Context: an optimization exercise on an open-source flow, tuned for small area and a short achievable clock period. The choices shown serve that exercise and are no tape-out recipe. Where RTL was checked, it was by simulation tests only, not by an equivalence proof against the original.

==> inputs of v23 <==
// MatMul4x4_FP16
module MatMul4x4_FP16 (
    input clk,
    input rst,
    input [255:0] A,
    input [255:0] B,
    output [511:0] C
);
    localparam [31:0] KMASK = 32'b11111111111111111111111111100000;
    reg  [31:0] Sr [0:3][0:3];
    reg  [31:0] Kr [0:3][0:3];
    reg         Kc [0:3][0:3];
    wire        Kcn [0:3][0:3];
    wire [31:0] Sn [0:3][0:3];
    wire [31:0] Kn [0:3][0:3];
    genvar gi, gj;
    generate
        for (gi = 0; gi < 4; gi = gi + 1) begin : g_row
            for (gj = 0; gj < 4; gj = gj + 1) begin : g_col
                wire [7:0] one, two, neg;
                booth_enc u_enc (.b(B[(12+gj)*16 +: 16]), .one(one), .two(two), .neg(neg));
                mac u_mac (.a(A[(gi*4+3)*16 +: 16]), .one(one), .two(two), .neg(neg),
                           .accs(Sr[gi][gj]), .acck(Kr[gi][gj] & KMASK), .kc(Kc[gi][gj]),
                           .sn(Sn[gi][gj]), .kn(Kn[gi][gj]), .kcn(Kcn[gi][gj]));
                always @(posedge clk or posedge rst) begin
                    if (rst) begin
                        Sr[gi][gj] <= 32'd0;
                        Kr[gi][gj] <= 32'd0;
                        Kc[gi][gj] <= 1'b0;
                    end else begin
                        Sr[gi][gj] <= Sn[gi][gj];
                        Kr[gi][gj] <= Kn[gi][gj] & KMASK;
                        Kc[gi][gj] <= Kcn[gi][gj];
  ...
==> flow/config.mk <==
export PLATFORM = sky130hd
export DESIGN_NAME = MatMul4x4_FP16
export DESIGN_NICKNAME = MatMul4x4_FP16
export VERILOG_FILES = /design/flow/design.v
export SDC_FILE = /design/flow/constraint.sdc
export NUM_CORES = 4
export LEC_CHECK = 0
export CAP_MARGIN = 20
export CORE_MARGIN = 2
export CORE_UTILIZATION = 50
export SETUP_SLACK_MARGIN = 2.8
export SLEW_MARGIN = 20
export SYNTH_HIERARCHICAL = 1
export SYNTH_MINIMUM_KEEP_SIZE = 0
==> flow/constraint.sdc <==
create_clock -name core_clock -period 8.0 [get_ports {clk}]
set_input_delay 1.6000 -clock core_clock [delete_from_list [all_inputs] [get_ports {clk}]]
set_output_delay 1.6000 -clock core_clock [all_outputs]
set_load 0.01 [all_outputs]
standard.sh (not shown) runs the stock make flow with config.mk's settings and CLKGATE_MAP_FILE= SYNTH_SCRIPT=/design/flow/synth_recipe.tcl, a recipe that flattens the netlist after the stock synthesis.
==> flow/flow/run.sh <==
#!/bin/bash
# Own layout flow: the standard ORFS flow (standard.sh), with the port
# buffers that buffer_ports inserts made plain sky130 buffers (buf_1, which
# repair_design/repair_timing may then upsize) instead of the default
# clkdlybuf4s50_1 delay cells. Everything else is the standard flow.
set -euo pipefail
cd "$(dirname "$0")/.."
export BUFFER_PORTS_ARGS="-buffer_cell sky130_fd_sc_hd__buf_1"
if [[ -f flow/extra.env ]]; then
  set -a; source flow/extra.env; set +a
fi
bash standard.sh finish > flow_standard.log 2>&1
==> v22: changes against v23 <==
--- a/flow/design.v
+++ b/flow/design.v
@@ -801,20 +801,20 @@
   pg u_lpg4 (.x(lx[4]), .y(ly[4]), .p(lp[4]), .g(lg[4]));
   wire lG1 = lg[1] | (lp[1] & lg[0]);
   wire lG2 = lg[3] | (lp[3] & lg[2]);
   wire lP2 = lp[3] & lp[2];
   wire lG3 = lg[2] | (lp[2] & lG1);
   wire lG4 = lG2 | (lP2 & lG1);
   wire lG5 = lg[4] | (lp[4] & lG4);
   assign ls[0] = lp[0];
-  assign ls[1] = lp[1] ^ lg[0];
-  assign ls[2] = lp[2] ^ lG1;
-  assign ls[3] = lp[3] ^ lG3;
-  assign ls[4] = lp[4] ^ lG4;
+  sx u_lsx1 (.p(lp[1]), .c(lg[0]), .s(ls[1]));
+  sx u_lsx2 (.p(lp[2]), .c(lG1), .s(ls[2]));
+  sx u_lsx3 (.p(lp[3]), .c(lG3), .s(ls[3]));
+  sx u_lsx4 (.p(lp[4]), .c(lG4), .s(ls[4]));
   assign kcn = lG5;
   assign sn = {x[31:5], ls};
   assign kn = {y[31:5], 5'd0};
 endmodule
 module fa (input a, input b, input ci, output s, output co);
   assign s = a ^ b ^ ci;
   assign co = (a & b) | (a & ci) | (b & ci);
 endmodule
@@ -825,16 +825,19 @@
 module ha1 (input a, input b, output s, output co);
   assign s = ~(a ^ b);
   assign co = a | b;
 endmodule
 module pg (input x, input y, output p, output g);
   assign p = x ^ y;
   assign g = x & y;
 endmodule
+module sx (input p, input c, output s);
+  assign s = p ^ c;
+endmodule
 module bsel (input one, input two, input neg, input a0, input a1, output p);
   assign p = ((one & a0) | (two & a1)) ^ neg;
 endmodule
 module bseln (input one, input two, input neg, input a0, input a1, output pn);
   assign pn = ~(((one & a0) | (two & a1)) ^ neg);
 endmodule
 module booth_enc (
   input  [15:0] b,
@@ -970,43 +973,43 @@
   wire G53 = G23 | (P23 & G46);
   wire G54 = G35 | (P35 & G46);
   wire G55 = G36 | (P36 & G46);
   wire G56 = G37 | (P37 & G46);
   wire G57 = G38 | (P38 & G46);
   wire G58 = G47 | (P47 & G46);
   wire G59 = G48 | (P48 & G46);
   wire G60 = G49 | (P49 & G46);
-  assign s[0] = p[0] ^ ci;
-  assign s[1] = p[1] ^ g0c;
-  assign s[2] = p[2] ^ G1;
-  assign s[3] = p[3] ^ G14;
-  assign s[4] = p[4] ^ G15;
-  assign s[5] = p[5] ^ G27;
-  assign s[6] = p[6] ^ G28;
-  assign s[7] = p[7] ^ G29;
-  assign s[8] = p[8] ^ G30;
-  assign s[9] = p[9] ^ G39;
-  assign s[10] = p[10] ^ G40;
-  assign s[11] = p[11] ^ G41;
-  assign s[12] = p[12] ^ G42;
-  assign s[13] = p[13] ^ G43;
-  assign s[14] = p[14] ^ G44;
-  assign s[15] = p[15] ^ G45;
-  assign s[16] = p[16] ^ G46;
-  assign s[17] = p[17] ^ G50;
-  assign s[18] = p[18] ^ G51;
-  assign s[19] = p[19] ^ G52;
-  assign s[20] = p[20] ^ G53;
-  assign s[21] = p[21] ^ G54;
-  assign s[22] = p[22] ^ G55;
-  assign s[23] = p[23] ^ G56;
-  assign s[24] = p[24] ^ G57;
-  assign s[25] = p[25] ^ G58;
-  assign s[26] = p[26] ^ G59;
+  sx u_sx0 (.p(p[0]), .c(ci), .s(s[0]));
+  sx u_sx1 (.p(p[1]), .c(g0c), .s(s[1]));
+  sx u_sx2 (.p(p[2]), .c(G1), .s(s[2]));
+  sx u_sx3 (.p(p[3]), .c(G14), .s(s[3]));
+  sx u_sx4 (.p(p[4]), .c(G15), .s(s[4]));
+  sx u_sx5 (.p(p[5]), .c(G27), .s(s[5]));
+  sx u_sx6 (.p(p[6]), .c(G28), .s(s[6]));
+  sx u_sx7 (.p(p[7]), .c(G29), .s(s[7]));
+  sx u_sx8 (.p(p[8]), .c(G30), .s(s[8]));
+  sx u_sx9 (.p(p[9]), .c(G39), .s(s[9]));
+  sx u_sx10 (.p(p[10]), .c(G40), .s(s[10]));
+  sx u_sx11 (.p(p[11]), .c(G41), .s(s[11]));
+  sx u_sx12 (.p(p[12]), .c(G42), .s(s[12]));
+  sx u_sx13 (.p(p[13]), .c(G43), .s(s[13]));
+  sx u_sx14 (.p(p[14]), .c(G44), .s(s[14]));
+  sx u_sx15 (.p(p[15]), .c(G45), .s(s[15]));
+  sx u_sx16 (.p(p[16]), .c(G46), .s(s[16]));
+  sx u_sx17 (.p(p[17]), .c(G50), .s(s[17]));
+  sx u_sx18 (.p(p[18]), .c(G51), .s(s[18]));
+  sx u_sx19 (.p(p[19]), .c(G52), .s(s[19]));
+  sx u_sx20 (.p(p[20]), .c(G53), .s(s[20]));
+  sx u_sx21 (.p(p[21]), .c(G54), .s(s[21]));
+  sx u_sx22 (.p(p[22]), .c(G55), .s(s[22]));
+  sx u_sx23 (.p(p[23]), .c(G56), .s(s[23]));
+  sx u_sx24 (.p(p[24]), .c(G57), .s(s[24]));
+  sx u_sx25 (.p(p[25]), .c(G58), .s(s[25]));
+  sx u_sx26 (.p(p[26]), .c(G59), .s(s[26]));
 endmodule
 module MatMul4x4_FP16 (
     input clk,
     input rst,
     input [255:0] A,
     input [255:0] B,
     output [511:0] C
 );
==> summary of the runs <==
Via count: v23 is higher than v22 (about 3.2%). Setup slack: v22 is better than v23 (0.36 ns). In v22 the maximum frequency is higher than in v23, by 6.9%. In v23 the clock-buffer cell count is lower than in v22, by 11. In v22 the cell count is smaller than in v23, by 3.0%. In v22 the synthesized cell count is smaller than in v23, by 1.2%. v23 went through all stages and came out clean. v22 finished with timing, DRC and antenna clean.
==> figures <==
quantity	v22	v23
Post-Route Skew	0.0358 ns	0.0395 ns
Run status	complete, no violations	complete, no violations
Part of the cycle the worst path needs	0.647	0.692
Hold_ws	0.472 ns	0.470 ns
Worst-margin pin slew	1.17 ns	1.23 ns
Final instance area	0.153 mm^2	0.161 mm^2
Normalized max-slew margin	0.215	0.179
Met3 wire len	46700 um	49900 um
Non-Clock Inverter Count	161	129
Resized cells post-CTS	125	918
Sequential portion of the cell area	0.157	0.149
Met1 usage in global routing	0.404	0.408
Clock Pin Slew Worst Setup and Hold Paths	0.06 ns	0.05 ns
Number of buffers inserted during clock tree synthesis	146	143
The RTL of v23 was laid out without a check of its function.


==> run a <==
Another version of the RTL of MatMul4x4_FP16 (not shown whole).
Design MatMul4x4_FP16, start of the top module:
module MatMul4x4_FP16 (
    input clk,
    input rst,
    input [255:0] A,
    input [255:0] B,
    output [511:0] C
);
Settings: LEC_CHECK=0, CAP_MARGIN=20, CORE_MARGIN=2, CORE_UTILIZATION=40, SLEW_MARGIN=20, SYNTH_HIERARCHICAL=1, SYNTH_MINIMUM_KEEP_SIZE=0; clock period 8.0 ns.
run.sh (not shown) runs the stock make flow with config.mk's settings and CLKGATE_MAP_FILE= SYNTH_SCRIPT=/design/flow/synth_recipe.tcl, a recipe that flattens the netlist after the stock synthesis.
Stock flow here: none of the scripts above is used.
==> inputs of run b, as changes to run a <==
--- a/flow/config.mk
+++ b/flow/config.mk
@@ -8,6 +8,7 @@
 export CAP_MARGIN = 20
 export CORE_MARGIN = 2
 export CORE_UTILIZATION = 40
+export SETUP_SLACK_MARGIN = 1.5
 export SLEW_MARGIN = 20
 export SYNTH_HIERARCHICAL = 1
 export SYNTH_MINIMUM_KEEP_SIZE = 0
==> summary of the runs <==
- In run b the first-iteration DRC count is larger than in run a, by about 6%.
- In run b the final area is higher than in run a, by 1.1%.
- Against run a, the clock-buffer cell count of run b is lower by 1.
- Of run a and run b, run b has the higher critical path depth (gap 1).
- Run a ran to the end with no violations. Run b completed without violations.
Function was not checked in any run of this note: the RTL went through the layout flow alone.

==> afterwards: timing with drivers on the ports <==
The results above use ideal ports. As a check the final layouts listed here were re-extracted and re-timed, cells and wires unchanged. Step 1 (the two cells are an assumption about what drives the block):
set clk [get_ports {clk}]
set_driving_cell -lib_cell sky130_fd_sc_hd__clkbuf_16 $clk
set_driving_cell -lib_cell sky130_fd_sc_hd__buf_2 [delete_from_list [all_inputs] $clk]
Step 2 times the ports against the registers' clock, not the clock port: input delays grow and output delays shrink by t, the midpoint of the rising clock arrivals with the driver on. a / b / c = no drivers / after step 1 / after step 2; a / b = the first two.
run | t, ns | slack for setup (ns) | slew at the worst register clock pin (ns)
v23 | 0.946 | 2.463 / 2.361 / 1.943 | 0.07 / 0.07
v22 | 0.948 | 2.820 / 2.736 / 1.932 | 0.07 / 0.07
run a | 0.894 | 0.914 / 0.980 / 0.086 | 0.07 / 0.07
run b | 0.918 | 1.563 / 1.619 / 0.701 | 0.07 / 0.07
After both steps every run listed still meets setup and hold. For v22, which loses most, drivers alone change the setup slack by -0.084 ns; drivers and shift together by -0.888 ns.
